Source: an optimization exercise on an open RTL-to-GDS flow (aim: small area). Production flows keep margins and buffers that such runs may drop. The RTL was checked by simulation tests, not by an equivalence proof against the original design. Power and IR drop assume default switching activity.

old:
## ssl
module ssl(CLK, DIR1, DIR2, DIR3, DIR4, E1_1, E1_2, E1_3, E1_4,
           E2_1, E2_2, E2_3, E2_4, H1_1, H1_2, H1_3, H1_4,
           H2_1, H2_2, H2_3, H2_4, H3_1, H3_2, H3_3, H3_4,
           reset, Rx,
           An1, An2, An3, An4, Ap1, Ap2, Ap3, Ap4,
           Bn1, Bn2, Bn3, Bn4, Bp1, Bp2, Bp3, Bp4,
           Cn1, Cn2, Cn3, Cn4, Cp1, Cp2, Cp3, Cp4,
           speed1, speed2, speed3, speed4);
  input CLK;
  input DIR1, DIR2, DIR3, DIR4;
  input E1_1, E1_2, E1_3, E1_4;
  input E2_1, E2_2, E2_3, E2_4;
  input H1_1, H1_2, H1_3, H1_4;
  input H2_1, H2_2, H2_3, H2_4;
  input H3_1, H3_2, H3_3, H3_4;
  input reset;
  input Rx;
  output An1, An2, An3, An4, Ap1, Ap2, Ap3, Ap4;
  output Bn1, Bn2, Bn3, Bn4, Bp1, Bp2, Bp3, Bp4;
  output Cn1, Cn2, Cn3, Cn4, Cp1, Cp2, Cp3, Cp4;
  output speed1, speed2, speed3, speed4;
  wire [3:0] dir = {DIR4, DIR3, DIR2, DIR1};
  wire [3:0] qa  = {E1_4, E1_3, E1_2, E1_1};
  wire [3:0] qb  = {E2_4, E2_3, E2_2, E2_1};
  wire [3:0] h1i = {H1_4, H1_3, H1_2, H1_1};
  wire [3:0] h2i = {H2_4, H2_3, H2_2, H2_1};
  wire [3:0] h3i = {H3_4, H3_3, H3_2, H3_1};
  reg [16:0] tk;
  wire [16:0] tk_inc;
  rinc #(17) u_tkinc (.a(tk), .ci(1'b1), .s(tk_inc));
  always @(posedge CLK)
    if (!reset || tk == 17'd74999) tk <= 17'd0;
    else tk <= tk_inc;
  wire tk_hi  = (tk[16:3] == 14'd9374);           
  wire tk_lo  = (tk[16:2] == 15'd0);              
  wire tk_ea  = tk_hi & (tk[2:0] == 3'd4);        
  wire tk_eb  = tk_hi & (tk[2:0] == 3'd5);        
  wire tk_clr = tk_hi & (tk[2:0] == 3'd6);        
  wire pa = tk_hi & (tk[2:1] == 2'd1);            
  wire pb = tk_hi & (tk[2:1] == 2'd2);            
  wire pc_ = tk_hi & (tk[2:1] == 2'd3);           
  wire pd = tk_lo & ~tk[1];                       
  wire podd = tk[0];
  reg [6:0] pre;                      
  reg [6:0] pc;
  wire [6:0] pre_inc, pc_inc;
  rinc #(7) u_preinc (.a(pre), .ci(1'b1), .s(pre_inc));
  rinc #(7) u_pcinc (.a(pc), .ci(1'b1), .s(pc_inc));
  ...
Settings: LEC_CHECK=0, CAP_MARGIN=20, CORE_MARGIN=2, CORE_UTILIZATION=60, CTS_BUF_LIST=sky130_fd_sc_hd__clkbuf_8, CTS_CLUSTER_SIZE=30, PLACE_DENSITY=0.7, SLEW_MARGIN=20; clock period 10.0 ns.
run.sh (not shown) runs the stock make flow with config.mk's settings and CLKGATE_MAP_FILE= SYNTH_SCRIPT=/design/flow/synth_recipe.tcl, a recipe that flattens the netlist after the stock synthesis.
Changes in new relative to old:
-- flow/config.mk --
<<< old, line 11
export CTS_BUF_LIST = sky130_fd_sc_hd__clkbuf_8
export CTS_CLUSTER_SIZE = 30
>>> new, line 11
export CTS_BUF_LIST = sky130_fd_sc_hd__clkbuf_4
==> comparison <==
Between new and old, it is new whose setup slack is lower, by 19 ps. As far as number of sequential cells goes, new and old are indistinguishable; the numbers are identical. On worst slack on hold paths, new does worse than old. Count of clock-buffer cells in the layout: higher on new. The higher global-route met2 utilization came out of new. Lower share of the clock period used by the worst path was reported by old, not new. Looking at number of violations reported at the end of detailed-routing iteration 0 across both flows, new is the weaker of the two, with old ahead.

Another version of the RTL of ssl (not shown whole).
Size in the first run: about 400 flip-flops, roughly 55 I/O pins.
==> flow/config.mk <==
export PLATFORM = sky130hd
export DESIGN_NAME = ssl
export DESIGN_NICKNAME = ssl
export VERILOG_FILES = /design/flow/design.v
export SDC_FILE = /design/flow/constraint.sdc
export NUM_CORES = 4
export LEC_CHECK = 0
export CAP_MARGIN = 20
export CORE_MARGIN = 2
export CORE_UTILIZATION = 75
export CTS_CLUSTER_DIAMETER = 100
export CTS_CLUSTER_SIZE = 30
export PLACE_DENSITY = 0.85
export SLEW_MARGIN = 20
==> flow/constraint.sdc <==
create_clock -name core_clock -period 10.0 [get_ports {CLK}]
set_input_delay 2.0000 -clock core_clock [delete_from_list [all_inputs] [get_ports {CLK}]]
set_output_delay 2.0000 -clock core_clock [all_outputs]
set_load 0.01 [all_outputs]
standard.sh (not shown) runs the stock make flow with config.mk's settings and CLKGATE_MAP_FILE= SYNTH_SCRIPT=/design/flow/synth_recipe.tcl, a recipe that flattens the netlist after the stock synthesis.
==> flow/flow/run.sh <==
#!/bin/bash
# The standard layout with three changes:
#  - ABC maps the logic with an area-oriented script (flow/abc_area.script);
#    the rest of the synthesis is synth_recipe.tcl unchanged, so the
#    registers are the standard synthesis's;
#  - ports get the smallest buffer (buf_1);
#  - CTS inserts no dummy loads.
set -euo pipefail
here=$(pwd)
# synthesis script: synth_recipe.tcl with abc's -script argument replaced
{
  head -n 1 synth_recipe.tcl
  echo "proc abc {args} { set i [lsearch -exact \$args -script]; if {\$i >= 0} { lset args [expr {\$i + 1}] $here/flow/abc_area.script }; yosys abc {*}\$args }"
  tail -n +2 synth_recipe.tcl
} > my_synth.tcl
sed "s|SYNTH_SCRIPT=[^ ]*|SYNTH_SCRIPT=$here/my_synth.tcl|" standard.sh > my_standard.sh
export BUFFER_PORTS_ARGS="-buffer_cell sky130_fd_sc_hd__buf_1"
export CTS_ARGS="-sink_clustering_enable -repair_clock_nets -dont_use_dummy_load -sink_clustering_size 30 -sink_clustering_max_diameter 100"
bash my_standard.sh > standard.log 2>&1
==> flow/flow/abc_area.script <==
strash
dc2
dch -f
amap
strash
dch -f
amap
topo
The first run finished clean.
Next try:
- CORE_UTILIZATION: 75 -> 65
- PLACE_DENSITY: 0.85 -> 0.75
What happened: The changed run produced a clean layout. Count of clock-buffer cells in the layout stays the same. Area after synthesis stays the same. Total power shrinks by 1.5%. Final area grows by about 0.32%.

[static timing again, ports no longer ideal]
Ports are ideal in the flow. The routed layouts listed here were re-timed in OpenROAD. Step 1 (the two cells are an assumption about what drives the block):
set clk [get_ports {CLK}]
set_driving_cell -lib_cell sky130_fd_sc_hd__clkbuf_16 $clk
set_driving_cell -lib_cell sky130_fd_sc_hd__buf_2 [delete_from_list [all_inputs] $clk]
Step 2 adds t to the input delays and takes it off the output delays; t is the mean of the earliest and latest rising clock arrival at the registers after step 1. Input paths then give back, and output paths get back, about the clock's delay inside the block. Three values: ideal ports, drivers, drivers and shift; two values: the first two.
run	shift t [ns]	setup slack, ns	latest minus earliest clock arrival (ns)
old	0.649	0.829 / 0.829 / 0.829	0.019 / 0.019
new	0.781	0.810 / 0.810 / 0.810	0.066 / 0.065
the first run of note 2	0.548	1.285 / 1.285 / 1.285	0.036 / 0.037
the second run of note 2	0.541	1.205 / 1.205 / 1.205	0.049 / 0.049
After both steps every run listed still meets setup and hold.
